This design comes from an exercise in tuning for small area and a short achievable clock period on the open sky130 flow, not from production work. Function was checked by simulation only, so behaviour that the tests miss may differ from the original. Power figures rest on the tool's default switching activity, not on a simulated workload.

Design Tensor_Crossbar_Array_4m4n4k, start of the top module:
module Tensor_Crossbar_Array_4m4n4k(
    input wire clk,
    input wire rst,
    input wire start,
    input wire [15:0] cin_M_0, input wire [15:0] cin_M_1,
    input wire [15:0] cin_M_2, input wire [15:0] cin_M_3,
    input wire [15:0] cin_N_0, input wire [15:0] cin_N_1,
    input wire [15:0] cin_N_2, input wire [15:0] cin_N_3,
    input wire [15:0] cin_K_0, input wire [15:0] cin_K_1,
    input wire [15:0] cin_K_2, input wire [15:0] cin_K_3,
    output wire [15:0] data_out_col_0,
    output wire [15:0] data_out_col_1,
    output wire [15:0] data_out_col_2,
    output wire [15:0] data_out_col_3
);
==> flow/config.mk <==
export PLATFORM = sky130hd
export DESIGN_NAME = Tensor_Crossbar_Array_4m4n4k
export DESIGN_NICKNAME = Tensor_Crossbar_Array_4m4n4k
export VERILOG_FILES = /design/flow/design.v
export SDC_FILE = /design/flow/constraint.sdc
export NUM_CORES = 4
export LEC_CHECK = 0
export CAP_MARGIN = 20
export CORE_MARGIN = 2
export CORE_UTILIZATION = 60
export CTS_BUF_LIST = sky130_fd_sc_hd__clkbuf_16
export CTS_CLUSTER_DIAMETER = 80
export CTS_CLUSTER_SIZE = 24
export SETUP_SLACK_MARGIN = 2.7
export SLEW_MARGIN = 20
==> flow/constraint.sdc <==
create_clock -name core_clock -period 5.0 [get_ports {clk}]
set_input_delay 1.0000 -clock core_clock [delete_from_list [all_inputs] [get_ports {clk}]]
set_output_delay 1.0000 -clock core_clock [all_outputs]
set_load 0.01 [all_outputs]
standard.sh (not shown) runs the stock make flow with config.mk's settings and CLKGATE_MAP_FILE= SYNTH_SCRIPT=/design/flow/synth_recipe.tcl, a recipe that flattens the netlist after the stock synthesis.
==> flow/flow/run.sh <==
#!/bin/bash
# Standard layout, with the port buffers made from the smallest plain buffer
# (buf_1) instead of the delay buffer buffer_ports picks on its own, and with
# the resizer free to change a cell's footprint when it resizes it.
set -o pipefail
cp standard.sh standard_sh.txt
export BUFFER_PORTS_ARGS="-buffer_cell sky130_fd_sc_hd__buf_1"
bash standard.sh MATCH_CELL_FOOTPRINT=0 finish > standard_flow.log 2>&1
The baseline completed with no timing, DRC or antenna violations.
Next try:
CORE_UTILIZATION = 68   (was 60)
Global-route usage rose by 1.9 points.
Die area falls by 12%.
Total power barely changes.
Via count climbs by 0.95%.
Count of clock-buffer cells in the layout stays the same.
Utilization climbs by 8.8 points.
Design area fell by 0.52%.
Next try:
==> flow/run.sh (new file) <==
#!/bin/bash
# synth_recipe.tcl (not shown) runs the flow's synth.tcl, then flattens the netlist and writes it again
# the make line also repeats each setting of config.mk as NAME=value (left out here)
make -C /OpenROAD-flow-scripts/flow DESIGN_CONFIG=/design/flow/config.mk WORK_HOME=/design/flow/orfs CLKGATE_MAP_FILE= SYNTH_SCRIPT=/design/flow/synth_recipe.tcl finish
CORE_UTILIZATION = 40   (was 68)
CTS_BUF_LIST = unset   (was sky130_fd_sc_hd__clkbuf_16)
CTS_CLUSTER_DIAMETER = unset   (was 80)
CTS_CLUSTER_SIZE = unset   (was 24)
SETUP_SLACK_MARGIN = 3.0   (was 2.7)
removed: flow/flow/run.sh
removed: flow/standard.sh
Worst hold slack loses 0.0091 ns. Utilization goes down by 23 points. Wire length rises by about a fifth. First-iteration DRC count goes down by a quarter to a third. Final cell count rose by about a fifth. Clock power went up by well over a third. Via count goes up slightly. Design area is higher by about a fifth. Synthesized cell count does not change. Setup slack is better by 0.019 ns. Register-to-register slack stays flat.


Tensor_Crossbar_Array_4m4n4k again, from the RTL that the note above started with.
==> flow/config.mk <==
export PLATFORM = sky130hd
export DESIGN_NAME = Tensor_Crossbar_Array_4m4n4k
export DESIGN_NICKNAME = Tensor_Crossbar_Array_4m4n4k
export VERILOG_FILES = /design/flow/design.v
export SDC_FILE = /design/flow/constraint.sdc
export NUM_CORES = 4
export LEC_CHECK = 0
export CAP_MARGIN = 20
export CORE_MARGIN = 2
export CORE_UTILIZATION = 60
export CTS_BUF_LIST = sky130_fd_sc_hd__clkbuf_8
export SETUP_SLACK_MARGIN = 2.7
export SLEW_MARGIN = 20
==> flow/constraint.sdc <==
create_clock -name core_clock -period 5.0 [get_ports {clk}]
set_input_delay 1.0000 -clock core_clock [delete_from_list [all_inputs] [get_ports {clk}]]
set_output_delay 1.0000 -clock core_clock [all_outputs]
set_load 0.01 [all_outputs]
==> flow/flow/run.sh <==
#!/bin/bash
# Standard layout, with the port buffers made from the smallest plain buffer
# (buf_1) instead of the delay buffer buffer_ports picks on its own.
set -o pipefail
cp standard.sh standard_sh.txt
export BUFFER_PORTS_ARGS="-buffer_cell sky130_fd_sc_hd__buf_1"
bash standard.sh > standard_flow.log 2>&1
Then changed:
CAP_MARGIN = 10   (was 20)
SLEW_MARGIN = 10   (was 20)
TNS_END_PERCENT = 5   (was not set)
Result: The new run produced a clean layout; wire length went down by about 1.1%; non-clock buffer count went down by 3; sequential share of layout area went down by 0.19 points; worst hold slack hardly moves; power went up by 0.58%.
Then changed:
CAP_MARGIN = 20   (was 10)
CTS_BUF_LIST = sky130_fd_sc_hd__clkbuf_4   (was sky130_fd_sc_hd__clkbuf_8)
SLEW_MARGIN = 20   (was 10)
TNS_END_PERCENT = not set   (was 5)
What happened: Synthesized cell count is unchanged; combinational power came out higher by about 1%; worst setup slack improved by 0.18 ns; design area came out higher by 1.2%; first-iteration DRC count came out higher by 6.4%.
Then changed:
--- a/flow/flow/run.sh
+++ b/flow/flow/run.sh
@@ -3 +3,2 @@
-# (buf_1) instead of the delay buffer buffer_ports picks on its own.
+# (buf_1) instead of the delay buffer buffer_ports picks on its own, and with
+# the resizer free to change a cell's footprint when it resizes it.
@@ -7 +8 @@
-bash standard.sh > standard_flow.log 2>&1
+bash standard.sh MATCH_CELL_FOOTPRINT=0 finish > standard_flow.log 2>&1
CORE_UTILIZATION = 65   (was 60)
CTS_BUF_LIST = sky130_fd_sc_hd__clkbuf_16   (was sky130_fd_sc_hd__clkbuf_4)
CTS_CLUSTER_DIAMETER = 80   (was not set)
CTS_CLUSTER_SIZE = 24   (was not set)
Result: The changed run finished with timing, DRC and antenna clean. Clock-buffer cell count decreases by 136. Non-clock buffer count fell by 17. Final cell count decreases by 8.6%. Sequential power stays flat. Total power fell by 8.5%.

## afterwards: timing with drivers on the ports
In the flow no input, the clock included, has a driving cell. The finished layouts below were timed again as built, in two steps. Step 1 (the two cells are an assumption about what drives the block):
set clk [get_ports {clk}]
set_driving_cell -lib_cell sky130_fd_sc_hd__clkbuf_16 $clk
set_driving_cell -lib_cell sky130_fd_sc_hd__buf_2 [delete_from_list [all_inputs] $clk]
Step 2 also shifts input and output timing later by t, the mid clock arrival at the registers, as if the neighbouring blocks saw the same clock. Three values: ideal, step 1, step 2; two values: the first two.
| run | shift t [ns] | setup slack, ns | worst setup path after step 2 | worst data-port slew with drivers (ns) |
|---|---|---|---|---|
| the first run of note 1 | 0.583 | 2.729 / 2.729 / 2.465 | input to register | 0.07 |
| the second run of note 1 | 0.582 | 2.720 / 2.669 / 2.466 | input to register | 0.04 |
| the third run of note 1 | 0.617 | 2.739 / 2.739 / 2.457 | input to register | 0.07 |
| the first run of note 2 | 0.649 | 2.738 / 2.712 / 2.452 | input to register | 0.07 |
| the second run of note 2 | 0.647 | 2.544 / 2.544 / 2.463 | input to register | 0.07 |
| the third run of note 2 | 0.762 | 2.722 / 2.672 / 2.458 | input to register | 0.07 |
| the fourth run of note 2 | 0.585 | 2.728 / 2.674 / 2.473 | input to register | 0.06 |
After both steps every run listed still meets setup and hold. For the first run of note 2, which loses most, drivers alone change the setup slack by -0.026 ns; drivers and shift together by -0.286 ns.
